What follows belongs to an exercise in optimizing a design on an open flow for small area, a short achievable clock period and few clock cycles per item; a production flow would make more cautious choices. Function was checked by simulation only, so behaviour that the tests miss may differ from the original.

Design Exp, start of the top module:
module Exp(
    input clk,
    input rst,
    input [31:0] x,
    input [31:0] n,
    output [31:0] res,
    output done
);
    reg [31:0] b, r, m;
    reg [15:0] one, two, neg;
    wire [31:0] sq, pr;
    sq32 u_sq (.a(b), .y(sq));
    mul32 u_mul (.a(r), .one(one), .two(two), .neg(neg), .y(pr));
    function [47:0] booth_enc(input [31:0] v, input e);
        integer i;
        reg hi, mid, lo;
        reg [15:0] o, t, g;
        begin
            for (i = 0; i < 16; i = i + 1) begin
                hi = v[2*i+1];
                mid = v[2*i];
                lo = (i == 0) ? 1'b0 : v[2*i-1];
                o[i] = (mid ^ lo) & e;
                t[i] = ((hi & ~mid & ~lo) | (~hi & mid & lo)) & e;
                g[i] = hi & ~(mid & lo) & e;
            end
            o[0] = o[0] | ~e;
            booth_enc = {o, t, g};
        end
    endfunction
    assign res = r;
    assign done = ~|m;
    always @(posedge clk) begin
        if (rst) begin
            b <= x;
            r <= 32'd1;
            m <= n;
            {one, two, neg} <= booth_enc(x, n[0]);
  ...
Size in the first run: ~2300 cells after synthesis, about 99 I/O pins.
==> flow/config.mk <==
export PLATFORM = sky130hd
export DESIGN_NAME = Exp
export DESIGN_NICKNAME = Exp
export VERILOG_FILES = /design/flow/design.v
export SDC_FILE = /design/flow/constraint.sdc
export NUM_CORES = 4
export LEC_CHECK = 0
export CAP_MARGIN = 20
export CORE_MARGIN = 2
export CORE_UTILIZATION = 45
export PLACE_DENSITY = 0.6
export SETUP_SLACK_MARGIN = 5
export SLEW_MARGIN = 20
export SYNTH_HIERARCHICAL = 1
==> flow/constraint.sdc <==
create_clock -name core_clock -period 10.0 [get_ports {clk}]
set_input_delay 2.0000 -clock core_clock [delete_from_list [all_inputs] [get_ports {clk}]]
set_output_delay 2.0000 -clock core_clock [all_outputs]
set_load 0.01 [all_outputs]
standard.sh (not shown) runs the stock make flow with config.mk's settings and CLKGATE_MAP_FILE= SYNTH_SCRIPT=/design/flow/synth_recipe.tcl, a recipe that flattens the netlist after the stock synthesis.
==> flow/flow/run.sh <==
#!/bin/bash
# The standard layout, with plain buffers (instead of the resizer's default
# pick) on the ports.
set -euo pipefail
export BUFFER_PORTS_ARGS="-buffer_cell sky130_fd_sc_hd__buf_1"
bash standard.sh > orfs_make.log 2>&1
Testbench counts at the start, summed over its fixed seeds: cycles 6,460, items 384.
Next try:
--- a/flow/config.mk
+++ b/flow/config.mk
@@ -11,3 +11,3 @@
 export PLACE_DENSITY = 0.6
-export SETUP_SLACK_MARGIN = 5
+export SETUP_SLACK_MARGIN = 4.6
 export SLEW_MARGIN = 20
Result: The new run passed the timing, DRC and antenna checks. Cell area goes down by 7.2%. Worst setup slack is better by 0.032 ns. Cell count goes down by 2.6%. Global-route usage goes down by 1.3 points.
Next try:
--- a/flow/config.mk
+++ b/flow/config.mk
@@ -7,3 +7,3 @@
 export LEC_CHECK = 0
-export CAP_MARGIN = 20
+export CAP_MARGIN = 0
 export CORE_MARGIN = 2
@@ -12,3 +12,3 @@
 export SETUP_SLACK_MARGIN = 4.6
-export SLEW_MARGIN = 20
+export SLEW_MARGIN = 0
 export SYNTH_HIERARCHICAL = 1
After rerunning:
- worst setup slack degrades by 0.0085 ns
- global-route usage barely changes
- utilization is lower by 0.20 points
- count of clock-buffer cells in the layout is higher by 1
- cell count drops by 0.55%
- synthesized cell count is unchanged
- via count stays flat

Exp again, from the RTL that the note above started with.
==> flow/design.v (excerpt) <==
module Exp(
    input clk,
    input rst,
    input [31:0] x,
    input [31:0] n,
    output [31:0] res,
    output done
);
clock: 10.0 ns
lec_check: 0
cap_margin: 20
core_margin: 2
core_utilization: 45
place_density: 0.6
setup_slack_margin: 3.5
slew_margin: 20
synth_hierarchical: 1
Scripts as last shown in full above: flow/flow/run.sh
Testbench counts at the start, summed over its fixed seeds: cycles 6,460, items 384.
Next try:
- CTS_BUF_LIST: default -> sky130_fd_sc_hd__clkbuf_8
- SETUP_SLACK_MARGIN: 3.5 -> 4.5
=>
- design area is higher by 3.1%
- via count came out higher by 0.78%
- worst hold slack stays flat
- core utilization rose by 1.5 points
- clock-buffer cell count does not change
- non-clock buffer count went up by 39
Next try:
- CTS_BUF_LIST: sky130_fd_sc_hd__clkbuf_8 -> default
- SETUP_SLACK_MARGIN: 4.5 -> 4.3
What happened:
- wire length shrinks slightly
- flip-flop and latch count stays the same
- cell count fell slightly
- clock-buffer cell count stays the same
- core utilization falls by 0.58 points
- clock skew stays flat

==> separate check: timing with driven ports <==
In the flow no input, the clock included, has a driving cell. The finished layouts below were timed again as built, in two steps. Step 1 assumes that a clkbuf_16 drives the clock port and a buf_2 every other input. Step 2, shift: input delay + t, output delay - t, t = (earliest + latest rising clock arrival at the registers) / 2. This alone moves slack from input paths to output paths. Slacks: no drivers / after step 1 / after step 2; pairs: no drivers / after step 1.
run	shift t [ns]	slack for setup (ns)	worst data-port slew with drivers (ns)	cell pins on the clock port's net
the first run of note 1	0.524	4.587 / 4.587 / 4.587	0.10	1
the second run of note 1	0.517	4.619 / 4.619 / 4.619	0.12	1
the third run of note 1	0.546	4.610 / 4.610 / 4.610	0.12	1
the first run of note 2	0.518	3.619 / 3.619 / 3.619	0.12	1
the second run of note 2	0.587	4.590 / 4.590 / 4.590	0.11	1
the third run of note 2	0.516	4.430 / 4.430 / 4.430	0.11	1
After both steps every run listed still meets setup and hold.
